Source: an optimization exercise on an open RTL-to-GDS flow (aim: small area and a short achievable clock period). Production flows keep margins and buffers that such runs may drop. Function was checked by simulation only, so behaviour that the tests miss may differ from the original.

==> design.v <==
`timescale 1ns/1ps
  typedef struct packed {
  	logic [32-(10+1)-4:0]    tag;
  	logic [32-1:0]                  takenPC;
  	logic [2-1:0]              ctrlType;
  	logic                                 valid;
  } btbDataPkt;
typedef struct packed {
	logic                                 hit;
	logic [32-1:0]                  takenPC;
	logic [2-1:0]              ctrlType;
} btbPkt;
typedef struct packed {
	logic [31:0]                          seqNo;
	logic [32-1:0]                  pc;
	logic [64-1:0]         inst;
	logic                                 btbHit;
	logic [2-1:0]              ctrlType;
	logic [32-1:0]                  takenPC;
	logic                                 predDir;
  logic                                 valid;
} fs2Pkt;
typedef struct packed {
	logic [31:0]                          seqNo;
	logic [32-1:0]                  pc;
	logic [64-1:0]         inst;
	logic [2-1:0]              ctrlType;
	logic [32-1:0]                  predNPC;
	logic                                 predDir;
	logic [5-1:0]             ctiID;
	logic                                 valid;
} decPkt;
typedef struct packed {
	logic [6-1:0]             reg_id;
	logic                                 valid;
} log_reg;
typedef struct packed {
	logic [7-1:0]        reg_id;
	logic                                 valid;
} phys_reg;
typedef struct packed {
	logic [31:0]                          seqNo;
	logic [32-1:0]                  pc;
	logic [8-1:0]            opcode;
	logic [2-1:0]          fu;
	logic [6-1:0]             logDest;
	logic                                 logDestValid;
	logic [6-1:0]             logSrc1;
	logic                                 logSrc1Valid;
	logic [6-1:0]             logSrc2;
	logic                                 logSrc2Valid;
	logic [16-1:0]           immed;
	logic                                 immedValid;
	logic                                 isLoad;
	logic                                 isStore;
	logic [2-1:0]           ldstSize;
	logic [2-1:0]              ctrlType;
	logic [5-1:0]             ctiID;
	logic [32-1:0]                  predNPC;
	logic                                 predDir;
	logic                                 valid;
} renPkt;
typedef struct packed {
	logic [31:0]                          seqNo;
	logic [32-1:0]                  pc;
	logic [8-1:0]            opcode;
	logic [2-1:0]          fu;
	logic [6-1:0]             logDest;
	logic [7-1:0]        phyDest;
	logic                                 phyDestValid;
	logic [7-1:0]        phySrc1;
	logic                                 phySrc1Valid;
	logic [7-1:0]        phySrc2;
	logic                                 phySrc2Valid;
	logic [16-1:0]           immed;
	logic                                 immedValid;
	logic                                 isLoad;
	logic                                 isStore;
	logic [2-1:0]           ldstSize;
	logic [2-1:0]              ctrlType;
	logic [5-1:0]             ctiID;
	logic [32-1:0]                  predNPC;
	logic                                 predDir;
} disPkt;
typedef struct packed {
	logic [31:0]                          seqNo;
	logic                                 predLoadVio;
	logic [32-1:0]                  pc;
	logic [8-1:0]            opcode;
	logic [2-1:0]          fu;
	logic [6-1:0]             logDest;
	logic [7-1:0]        phyDest;
	logic                                 phyDestValid;
	logic [7-1:0]        phySrc1;
	logic                                 phySrc1Valid;
	logic [7-1:0]        phySrc2;
	logic                                 phySrc2Valid;
	logic [16-1:0]           immed;
	logic                                 immedValid;
	logic                                 isLoad;
	logic                                 isStore;
	logic [2-1:0]           ldstSize;
	logic                                 isSimple;
	logic [2-1:0]              ctrlType;
	logic [5-1:0]             ctiID;
	logic [32-1:0]                  predNPC;
	logic                                 predDir;
} iqPkt;
typedef struct packed {
	logic [31:0]                          seqNo;
	logic [32-1:0]                  pc;
	logic [6-1:0]             logDest;
	logic [7-1:0]        phyDest;
	logic                                 phyDestValid;
	logic                                 isLoad;
	logic                                 isStore;
} alPkt;
typedef struct packed {
	logic [31:0]                          seqNo;
	logic                                 predLoadVio;
	logic                                 isLoad;
	logic                                 isStore;
} lsqPkt;
typedef struct packed {
	logic [31:0]                          seqNo;
	logic [32-1:0]                  pc;
	logic [8-1:0]            opcode;
	logic [6-1:0]             logDest;
	logic [7-1:0]        phyDest;
	logic [7-1:0]        phySrc1;
	logic [7-1:0]        phySrc2;
	logic [4-1:0]             lsqID;
	logic [7-1:0]      alID;
	logic [16-1:0]           immed;
	logic [2-1:0]           ldstSize;
	logic                                 isSimple;
	logic [2-1:0]              ctrlType;
	logic [5-1:0]             ctiID;
	logic [32-1:0]                  predNPC;
	logic                                 predDir;
	logic                                 valid;
} payloadPkt;
typedef struct packed {
	logic [5-1:0]          id;
	logic                                 valid;
} iqEntryPkt;
typedef struct packed {
	logic [31:0]                          seqNo;
	logic [32-1:0]                  pc;
	logic [8-1:0]            opcode;
	logic [6-1:0]             logDest;
	logic [7-1:0]        phyDest;
	logic [7-1:0]        phySrc1;
	logic [32-1:0]                src1Data;
	logic [7-1:0]        phySrc2;
	logic [32-1:0]                src2Data;
	logic [4-1:0]             lsqID;
	logic [7-1:0]      alID;
	logic [16-1:0]           immed;
	logic                                 isSimple;
	logic [2-1:0]              ctrlType;
	logic [5-1:0]             ctiID;
	logic [32-1:0]                  predNPC;
	logic                                 predDir;
	logic                                 valid;
} fuPkt;
typedef struct packed {
	logic [6-1:0]             logDest;
	logic [7-1:0]        tag;
	logic [31:0]                          data;
	logic                                 valid;
} bypassPkt;
typedef struct packed {
	logic                                 isControl;    
	logic                                 ldSign;       
	logic                                 isPredicted;  
	logic                                 destValid;    
	logic                                 isFission;    
	logic                                 executed;     
	logic                                 exception;    
	logic                                 mispredict;   
} exeFlgs;
typedef struct packed {
	logic [31:0]                          seqNo;
	logic [32-1:0]                  pc;
	exeFlgs                               flags;
	logic [6-1:0]             logDest;
	logic [7-1:0]        phyDest;
	logic [32-1:0]                destData;
	logic [7-1:0]      alID;
	logic [32-1:0]                  nextPC;
	logic [2-1:0]              ctrlType;
	logic                                 ctrlDir;
	logic [5-1:0]             ctiID;
	logic                                 predDir;
	logic                                 valid;
} wbPkt;
typedef struct packed {
	logic [31:0]                          seqNo;
	logic [7-1:0]      alID;
	logic                                 valid;
} ldVioPkt;
typedef struct packed {
	logic [31:0]                          seqNo;
	logic [32-1:0]                  nextPC;
	logic [7-1:0]      alID;
	logic [8-1:0]          flags;
  logic                                 actualDir;
	logic                                 valid;
} ctrlPkt;
typedef struct packed {
	logic [31:0]                          seqNo;
	logic [32-1:0]                  pc;
	logic [8-1:0]          flags;
	logic [2-1:0]           ldstSize;
	logic [7-1:0]        phyDest;
	logic [32-1:0]                address;
	logic [32-1:0]                src2Data;
	logic [4-1:0]             lsqID;
	logic [7-1:0]      alID;
	logic                                 valid;
} memPkt;
typedef struct packed {
	logic [31:0]                          seqNo;
	logic [6-1:0]             logDest;
	logic [7-1:0]        phyDest;
	logic                                 valid;
} commitPkt;
typedef struct packed {
	logic [6-1:0]             logDest;
	logic [7-1:0]        phyDest;
} recoverPkt;
`timescale 1ns/1ps
`timescale 1ns/100ps
module ComplexALU (
    input             clk,
    input             reset,
    input             recoverFlag_i,
    input             valid_i,
    input      [7:0]  opcode_i,
    input      [31:0] data1_i,
    input      [31:0] data2_i,
    input      [5:0]  logDest_i,
    input      [6:0]  phyDest_i,
    input      [6:0]  alID_i,
    output reg        wbValid_o,
    output     [7:0]  wbFlags_o,
    output reg [31:0] wbData_o,
    output reg [5:0]  wbLogDest_o,
    output reg [6:0]  wbPhyDest_o,
    output reg [6:0]  wbAlID_o,
    output reg        toggleFlag_o
);
reg [31:0] a0, b0;
reg [4:0]  op0;       
reg        v0;
reg [19:0] f0;        
always @(posedge clk) begin
    a0  <= data1_i;
    b0  <= data2_i;
    op0 <= {opcode_i[6], opcode_i[4], opcode_i[2], opcode_i[1], opcode_i[0]};
    v0  <= valid_i;
    f0  <= {alID_i, phyDest_i, logDest_i};
end
wire is_md  = op0[3];               
wire is_sys = ~op0[4];              
wire is_tog = op0[4] & ~op0[3];     
wire is_mul = op0[3] & op0[2];
wire is_sgn = op0[1];
wire is_hi  = op0[0];
wire a_neg = is_sgn & a0[31];
wire b_neg = is_sgn & b0[31];
wire [31:0] amag = a_neg ? (~a0 + 32'd1) : a0;
wire [31:0] bmag = b_neg ? (~b0 + 32'd1) : b0;
wire signed [32:0] ma = {a_neg, a0};
wire signed [32:0] mb = {b_neg, b0};
wire signed [63:0] prod = ma * mb;
wire [31:0] phalf = is_hi ? prod[63:32] : prod[31:0];
wire [5:0] c1_in;
assign c1_in[5] = is_tog;
assign c1_in[4] = is_sys;
assign c1_in[3] = is_mul;
assign c1_in[2] = is_hi;
assign c1_in[1] = ~is_mul & (is_hi ? a_neg : (a_neg ^ b_neg));
assign c1_in[0] = is_sys | (is_md & ~is_mul & (b0 == 32'd0));
wire [0:0] t0 = amag[31];
wire [1:0] d0 = {1'b0, t0} - {1'b0, bmag[0:0]};
wire qb0 = ~d0[1] & ~(|bmag[31:1]);
wire [0:0] r1 = qb0 ? d0[0:0] : t0;
wire [1:0] t1 = {r1, amag[30]};
wire [2:0] d1 = {1'b0, t1} - {1'b0, bmag[1:0]};
wire qb1 = ~d1[2] & ~(|bmag[31:2]);
wire [1:0] r2 = qb1 ? d1[1:0] : t1;
wire [2:0] t2 = {r2, amag[29]};
wire [3:0] d2 = {1'b0, t2} - {1'b0, bmag[2:0]};
wire qb2 = ~d2[3] & ~(|bmag[31:3]);
wire [2:0] r3 = qb2 ? d2[2:0] : t2;
wire [3:0] t3 = {r3, amag[28]};
wire [4:0] d3 = {1'b0, t3} - {1'b0, bmag[3:0]};
wire qb3 = ~d3[4] & ~(|bmag[31:4]);
wire [3:0] r4 = qb3 ? d3[3:0] : t3;
wire [4:0] t4 = {r4, amag[27]};
wire [5:0] d4 = {1'b0, t4} - {1'b0, bmag[4:0]};
wire qb4 = ~d4[5] & ~(|bmag[31:5]);
wire [4:0] r5 = qb4 ? d4[4:0] : t4;
wire [5:0] t5 = {r5, amag[26]};
wire [6:0] d5 = {1'b0, t5} - {1'b0, bmag[5:0]};
wire qb5 = ~d5[6] & ~(|bmag[31:6]);
wire [5:0] r6 = qb5 ? d5[5:0] : t5;
wire [6:0] t6 = {r6, amag[25]};
wire [7:0] d6 = {1'b0, t6} - {1'b0, bmag[6:0]};
wire qb6 = ~d6[7] & ~(|bmag[31:7]);
wire [6:0] r7 = qb6 ? d6[6:0] : t6;
wire [6:0] qn1 = {qb0, qb1, qb2, qb3, qb4, qb5, qb6};
reg [6:0] r_s1;
reg [6:0] q_s1;
reg [24:0] a_s1;
reg [31:0] d_s1;
reg [5:0]  c_s1;
reg        v_s1, t_s1;
reg [19:0] f_s1;
always @(posedge clk) begin
    r_s1 <= r7;
    q_s1 <= qn1;
    a_s1 <= amag[24:0];
    d_s1 <= is_mul ? phalf : bmag;
    t_s1 <= is_tog;
    c_s1 <= c1_in;
    v_s1 <= v0;
    f_s1 <= f0;
end
wire [7:0] t7 = {r_s1, a_s1[24]};
wire [8:0] d7 = {1'b0, t7} - {1'b0, d_s1[7:0]};
wire qb7 = ~d7[8] & ~(|d_s1[31:8]);
wire [7:0] r8 = qb7 ? d7[7:0] : t7;
wire [8:0] t8 = {r8, a_s1[23]};
wire [9:0] d8 = {1'b0, t8} - {1'b0, d_s1[8:0]};
wire qb8 = ~d8[9] & ~(|d_s1[31:9]);
wire [8:0] r9 = qb8 ? d8[8:0] : t8;
wire [9:0] t9 = {r9, a_s1[22]};
wire [10:0] d9 = {1'b0, t9} - {1'b0, d_s1[9:0]};
wire qb9 = ~d9[10] & ~(|d_s1[31:10]);
wire [9:0] r10 = qb9 ? d9[9:0] : t9;
wire [10:0] t10 = {r10, a_s1[21]};
wire [11:0] d10 = {1'b0, t10} - {1'b0, d_s1[10:0]};
wire qb10 = ~d10[11] & ~(|d_s1[31:11]);
wire [10:0] r11 = qb10 ? d10[10:0] : t10;
wire [11:0] t11 = {r11, a_s1[20]};
wire [12:0] d11 = {1'b0, t11} - {1'b0, d_s1[11:0]};
wire qb11 = ~d11[12] & ~(|d_s1[31:12]);
wire [11:0] r12 = qb11 ? d11[11:0] : t11;
wire [12:0] t12 = {r12, a_s1[19]};
wire [13:0] d12 = {1'b0, t12} - {1'b0, d_s1[12:0]};
wire qb12 = ~d12[13] & ~(|d_s1[31:13]);
wire [12:0] r13 = qb12 ? d12[12:0] : t12;
wire [13:0] t13 = {r13, a_s1[18]};
wire [14:0] d13 = {1'b0, t13} - {1'b0, d_s1[13:0]};
wire qb13 = ~d13[14] & ~(|d_s1[31:14]);
wire [13:0] r14 = qb13 ? d13[13:0] : t13;
wire [14:0] t14 = {r14, a_s1[17]};
wire [15:0] d14 = {1'b0, t14} - {1'b0, d_s1[14:0]};
wire qb14 = ~d14[15] & ~(|d_s1[31:15]);
wire [14:0] r15 = qb14 ? d14[14:0] : t14;
wire [14:0] qn2 = {q_s1, qb7, qb8, qb9, qb10, qb11, qb12, qb13, qb14};
reg [14:0] r_s2;
reg [14:0] q_s2;
reg [16:0] a_s2;
reg [31:0] d_s2;
reg [5:0]  c_s2;
reg        v_s2, t_s2;
reg [19:0] f_s2;
always @(posedge clk) begin
    r_s2 <= r15;
    q_s2 <= qn2;
    a_s2 <= a_s1[16:0];
    d_s2 <= d_s1;
    t_s2 <= t_s1;
    c_s2 <= c_s1;
    v_s2 <= v_s1;
    f_s2 <= f_s1;
end
wire [15:0] t15 = {r_s2, a_s2[16]};
wire [16:0] d15 = {1'b0, t15} - {1'b0, d_s2[15:0]};
wire qb15 = ~d15[16] & ~(|d_s2[31:16]);
wire [15:0] r16 = qb15 ? d15[15:0] : t15;
wire [16:0] t16 = {r16, a_s2[15]};
wire [17:0] d16 = {1'b0, t16} - {1'b0, d_s2[16:0]};
wire qb16 = ~d16[17] & ~(|d_s2[31:17]);
wire [16:0] r17 = qb16 ? d16[16:0] : t16;
wire [17:0] t17 = {r17, a_s2[14]};
wire [18:0] d17 = {1'b0, t17} - {1'b0, d_s2[17:0]};
wire qb17 = ~d17[18] & ~(|d_s2[31:18]);
wire [17:0] r18 = qb17 ? d17[17:0] : t17;
wire [18:0] t18 = {r18, a_s2[13]};
wire [19:0] d18 = {1'b0, t18} - {1'b0, d_s2[18:0]};
wire qb18 = ~d18[19] & ~(|d_s2[31:19]);
wire [18:0] r19 = qb18 ? d18[18:0] : t18;
wire [19:0] t19 = {r19, a_s2[12]};
wire [20:0] d19 = {1'b0, t19} - {1'b0, d_s2[19:0]};
wire qb19 = ~d19[20] & ~(|d_s2[31:20]);
wire [19:0] r20 = qb19 ? d19[19:0] : t19;
wire [20:0] t20 = {r20, a_s2[11]};
wire [21:0] d20 = {1'b0, t20} - {1'b0, d_s2[20:0]};
wire qb20 = ~d20[21] & ~(|d_s2[31:21]);
wire [20:0] r21 = qb20 ? d20[20:0] : t20;
wire [21:0] t21 = {r21, a_s2[10]};
wire [22:0] d21 = {1'b0, t21} - {1'b0, d_s2[21:0]};
wire qb21 = ~d21[22] & ~(|d_s2[31:22]);
wire [21:0] r22 = qb21 ? d21[21:0] : t21;
wire [22:0] t22 = {r22, a_s2[9]};
wire [23:0] d22 = {1'b0, t22} - {1'b0, d_s2[22:0]};
wire qb22 = ~d22[23] & ~(|d_s2[31:23]);
wire [22:0] r23 = qb22 ? d22[22:0] : t22;
wire [23:0] t23 = {r23, a_s2[8]};
wire [24:0] d23 = {1'b0, t23} - {1'b0, d_s2[23:0]};
wire qb23 = ~d23[24] & ~(|d_s2[31:24]);
wire [23:0] r24 = qb23 ? d23[23:0] : t23;
wire [23:0] qn3 = {q_s2, qb15, qb16, qb17, qb18, qb19, qb20, qb21, qb22, qb23};
reg [23:0] r_s3;
reg [23:0] q_s3;
reg [7:0] a_s3;
reg [31:0] d_s3;
reg [5:0]  c_s3;
reg        v_s3, t_s3;
reg [19:0] f_s3;
always @(posedge clk) begin
    r_s3 <= r24;
    q_s3 <= qn3;
    a_s3 <= a_s2[7:0];
    d_s3 <= d_s2;
    t_s3 <= t_s2;
    c_s3 <= c_s2;
    v_s3 <= v_s2;
    f_s3 <= f_s2;
end
wire [24:0] t24 = {r_s3, a_s3[7]};
wire [25:0] d24 = {1'b0, t24} - {1'b0, d_s3[24:0]};
wire qb24 = ~d24[25] & ~(|d_s3[31:25]);
wire [24:0] r25 = qb24 ? d24[24:0] : t24;
wire [25:0] t25 = {r25, a_s3[6]};
wire [26:0] d25 = {1'b0, t25} - {1'b0, d_s3[25:0]};
wire qb25 = ~d25[26] & ~(|d_s3[31:26]);
wire [25:0] r26 = qb25 ? d25[25:0] : t25;
wire [26:0] t26 = {r26, a_s3[5]};
wire [27:0] d26 = {1'b0, t26} - {1'b0, d_s3[26:0]};
wire qb26 = ~d26[27] & ~(|d_s3[31:27]);
wire [26:0] r27 = qb26 ? d26[26:0] : t26;
wire [27:0] t27 = {r27, a_s3[4]};
wire [28:0] d27 = {1'b0, t27} - {1'b0, d_s3[27:0]};
wire qb27 = ~d27[28] & ~(|d_s3[31:28]);
wire [27:0] r28 = qb27 ? d27[27:0] : t27;
wire [28:0] t28 = {r28, a_s3[3]};
wire [29:0] d28 = {1'b0, t28} - {1'b0, d_s3[28:0]};
wire qb28 = ~d28[29] & ~(|d_s3[31:29]);
wire [28:0] r29 = qb28 ? d28[28:0] : t28;
wire [29:0] t29 = {r29, a_s3[2]};
wire [30:0] d29 = {1'b0, t29} - {1'b0, d_s3[29:0]};
wire qb29 = ~d29[30] & ~(|d_s3[31:30]);
wire [29:0] r30 = qb29 ? d29[29:0] : t29;
wire [30:0] t30 = {r30, a_s3[1]};
wire [31:0] d30 = {1'b0, t30} - {1'b0, d_s3[30:0]};
wire qb30 = ~d30[31] & ~(|d_s3[31:31]);
wire [30:0] r31 = qb30 ? d30[30:0] : t30;
wire [31:0] t31 = {r31, a_s3[0]};
wire [32:0] d31 = {1'b0, t31} - {1'b0, d_s3[31:0]};
wire qb31 = ~d31[32];
wire [31:0] r32 = qb31 ? d31[31:0] : t31;
wire [31:0] qn4 = {q_s3, qb24, qb25, qb26, qb27, qb28, qb29, qb30, qb31};
wire [31:0] qmag = qn4;
wire [31:0] rmag = r32;
wire [31:0] dres = c_s3[2] ? rmag : qmag;
wire [31:0] dout = c_s3[1] ? (~dres + 32'd1) : dres;
reg [2:0] rec_cnt;    
always @(posedge clk) begin
    if (reset)
        rec_cnt <= 3'd0;
    else if (recoverFlag_i)
        rec_cnt <= 3'd6;
    else if (rec_cnt != 3'd0)
        rec_cnt <= rec_cnt - 3'd1;
end
reg [2:0] fl;    
always @(posedge clk) begin
    wbValid_o    <= v_s3 & ~recoverFlag_i & (rec_cnt == 3'd0);
    toggleFlag_o <= t_s3;
    wbData_o     <= c_s3[5] ? 32'd0 : (c_s3[3] ? d_s3 : dout);
    fl           <= {~c_s3[4], ~c_s3[4] & ~c_s3[5] & ~c_s3[2], c_s3[0]};
    {wbAlID_o, wbPhyDest_o, wbLogDest_o} <= f_s3;
end
assign wbFlags_o = {3'b000, fl[2], fl[1], 1'b1, fl[0], 1'b0};
endmodule
==> run.sh <==
#!/bin/bash
# synth_recipe.tcl (not shown) runs the flow's synth.tcl, then flattens the netlist and writes it again
# the make line also repeats each setting of config.mk as NAME=value (left out here)
make -C /OpenROAD-flow-scripts/flow DESIGN_CONFIG=/design/flow/config.mk WORK_HOME=/design/flow/orfs CLKGATE_MAP_FILE= SYNTH_SCRIPT=/design/flow/synth_recipe.tcl finish
==> config.mk <==
export PLATFORM = sky130hd
export DESIGN_NAME = ComplexALU
export DESIGN_NICKNAME = ComplexALU
export VERILOG_FILES = /design/flow/design.v
export SDC_FILE = /design/flow/constraint.sdc
export NUM_CORES = 4
export LEC_CHECK = 0
export CAP_MARGIN = 20
export CORE_MARGIN = 2
export CORE_UTILIZATION = 45
export PLACE_DENSITY = 0.6
export SLEW_MARGIN = 20
==> constraint.sdc <==
create_clock -name core_clock -period 190.0 [get_ports {clk}]
set_input_delay 38.0000 -clock core_clock [delete_from_list [all_inputs] [get_ports {clk}]]
set_output_delay 38.0000 -clock core_clock [all_outputs]
set_load 0.01 [all_outputs]
==> results.txt <==
[path summary, 6_finish.rpt]
check                    startpoint          endpoint  cells after the start
max          wbData_o[1]$_SDFF_PP0_       wbData_o[1]                      1
min                 a_s1[2]$_DFF_P_   a_s2[2]$_DFF_P_                      0
max reg2reg         d_s2[1]$_DFF_P_  r_s3[19]$_DFF_P_                    114
min reg2reg         a_s1[2]$_DFF_P_   a_s2[2]$_DFF_P_                      0
[area by class of cell]
type / count / area [sq um] / share of cell area [%]
diodes: 2 / 5.00 / 0.00572
clock buffers: 68 / 1520 / 1.73
clock inverters: 34 / 402 / 0.459
inverters: 1476 / 5540 / 6.33
multi-input cells: 7400 / 65100 / 74.4
flip-flops and latches: 469 / 9420 / 10.8
well taps: 2370 / 2970 / 3.39
repair buffers: 290 / 2550 / 2.91
[metrics by stage]
| stage | hold WS (ps) | std cells |
|---|---|---|
| finish | 318 | 12109 |
| global route | 326 | 12107 |
| CTS | 321 | 12107 |
| detailed placement | 312 | 12005 |
| global placement | 310 | 12004 |
| floorplan | 310 | 9748 |
[cells in the mapped netlist (all sizes together) (32+ instances only)]
cell type	n
inv	1470
nand2	1246
fa	1156
ha	744
nor2	556
a21oi	520
dfxtp	469
o21ai	382
xnor2	300
and2	295
clkbuf	292
a21o	210
xor2	185
nor3	151
mux2	145
o21a	129
nand3	120
nand2b	118
buf	111
a211oi	101
nor2b	89
a31oi	87
and3	80
o211ai	70
o31ai	64
mux2i	57
o21bai	56
a21boi	51
or3	48
or2	43
nor4	32
[cell families (layout without fill, tap and decap cells)]
family	Yosys count	count (layout)	synth area share [%]
xor gates and xnor gates	485	485	5.21
other	2	7	0.00921
DFF	469	469	11.5
muxes	202	202	2.70
buffers and inverters	1879	1868	8.72
and+or+nand+nor	2859	2859	16.3
AOI/OAI and AO/OA	1949	1949	15.7
adders and majority gates	1900	1900	39.8
[registers in the layout, indices dropped and copies added (netlist names), 17 cells and up]
signal and count:
a_s2 17, d_s2 32, a_s1 25, b0 32, r_s3 24, f_s1 20
a0 32, q_s3 24, d_s3 32, f_s2 20, f_s3 20, f0 20
d_s1 32, wbData_o 32
[per-layer routing]
metal / routed length (microns) / share of wire (%) / track usage [%]
met1: 107000 / 41 / 35.9
met2: 127000 / 48 / 48.8
met3: 16300 / 6.2 / 3.94
met4: 12700 / 4.8 / 11.9
met5: 0 / 0 / 0
==> metrics.md <==
| Metric | Value |
|---|---|
| Highest clock frequency the design can meet | `25.2 MHz` |
| Slowest cell delay on critical path | `about 610 ps` |
| Worst path bufs/invs | `1` |
| Final Setup Violations | `0` |
| Pre-CTS setup slack | `about 150000 ps` |
| Post-synthesis sequential area ratio | `11.5%` |
| First DRT Iteration DRCs | `around 4800` |
| Gates resized, CTS repair | `0` |
| Reg2Reg Setup Slack | `156840 ps` |
| Final HPWL from detailed placement | `210 mm` |
| Leading cell type in the layout, fill and taps excluded | `inv_1` |
| Crit path capture type | `output pin` |
| Buffer count from post-CTS setup fixing | `0` |
| Hold-fix buffers at CTS | `0` |
| Total track usage | `approximately 28%` |
| Data arrival, critical path | `1600 ps` |
| Cells along the critical path | `clkdlybuf4s50_1` |
| Initial core utilization | `45.2%` |
| Run status | `no timing/DRC/antenna violations` |
| Netlist area before placement | `81500 sq um` |
| Number of fillers in the final layout | `17530` |
| Worst Path Required | `152000 ps` |
| Via count of the first global-routing pass | `69938` |
| Number of buffer cells added on primary ports | `between 100 and 150` |
| Number of buffers on the longest clock path | `3` |
| Critical path peak fanout | `1` |
| Total grt overflow | `0` |
| Latest clock arrival within the worst-skew pair | `about 700 ps` |
| Final antenna-violating net count | `0` |
| Share of flip-flops with an asynchronous set or reset | `0%` |
| Number of flops mapped to enable cells by yosys | `0` |
| Global-route wire length before repair | `slightly above 400 mm` |
| Row count | `about 160` |
| Drt first pass iters | `6` |
| Number of vias in the routed layout | `approximately 70000` |
| Weighted congestion reported at the end of routability-driven placement | `0.985` |
| Startpoint type of the worst setup path | `register` |
| Number of maximum-capacitance violations | `0` |
| Maximum number of pins on one net before global-route repair | `between 40 and 50` |
| TritonCTS clock tree | `done` |
| Flops & latches, synth | `469` |
| Cell family contributing the most delay on the critical path | `buffers and inverters` |
| Proportion of netlist area held by the largest area contributor | `28.4%` |
| Cell with the largest stage delay on the worst path | `clkdlybuf4s50_1` |
| Type of the worst setup path | `register to output pin` |
| Setup slack of the critical path after layout | `150400 ps` |
| Die X | `430 microns` |
| Unique masters post-synth | `approximately 110` |
| Top library cells by usage in the layout, fill and taps aside | `1467 x inv_1, 1242 x nand2_1, 1156 x fa_1` |
| Cell area after placement | `~86000 sq um` |
| # IOs | `approximately 160` |
| Cells after synthesis | `9745` |
| Final slew viol count | `0` |
| Routed wire per std cell | `21.7 microns` |
| Area Growth Syn to Fin | `7.32%` |
| Number of H-tree levels | `2` |
| Routed wire length | `~260 mm` |
| Number of antenna violations at the first check in global routing | `6` |
| Final Hold Fails | `0` |
| Avg Inst Size Synth | `8.37 sq um` |
| Time the final worst path needs with I/O delays and setup | `39600 ps` |
| Top area cells in the synthesized netlist | `fa_1 28%, dfxtp_1 12%, ha_1 11%` |
| Worst-case clock skew | `83.9 ps` |
| Cts bufs inserted | `57` |
| Finished layout cell area | `87500 sq um` |
| RSZ-0062 raised after global routing | `false` |
| Fraction of layout instances using a drive strength above 1 | `between 5 and 6%` |
| Core region area | `180000 sq um` |
| Max transition margin | `between 20% and 30%` |
| CTS sink cnt | `469` |
| Total DRC errors in the routed layout | `0` |
| Number of synthesis warnings | `1` |
| Die height | `430 microns` |
| Vias per cell | `5.66` |
| Utilization of the core after routing | `48.5%` |
| Full die area | `185000 sq um` |
| Share of the cycle needed by the critical path after routing | `20.8%` |
| Setup TNS | `0 ps` |
| Top_reg_cell synth | `dfxtp_1` |
| Cell taking the most area after synthesis | `fa_1` |
| Final layout net count | `11690` |
| Clock Root Buffer | `clkbuf_16` |
| Slew @ Worst Pin | `1180 ps` |
| Clock-pin slew on the worst setup and hold paths | `60 ps` |
| Worst min path class | `register to register` |

re-timing with driven ports:
No port has a modelled driver above. Below, the same layout with a new extraction and two added sets of constraints. Step 1 sets driving cells, clkbuf_16 on the clock port and buf_2 on the other inputs (assumed; they add their load-dependent delay and slew). Step 2 times the ports against the registers' clock, not the clock port: input delays grow and output delays shrink by t, the midpoint of the rising clock arrivals with the driver on. Three values: no drivers, after step 1, after step 2; two values: the first two.
t, ns: 0.750
slack for setup (ns): 150.396 / 150.306 / 151.056
clock arrival spread, ns: 0.084 / 0.083
slew at the worst register clock pin (ns): 0.07 / 0.07
worst slew at a driven data input, ns: 0.06
After both steps this run still meets setup and hold. For this run, drivers alone change the setup slack by -0.090 ns; drivers and shift together by +0.660 ns.
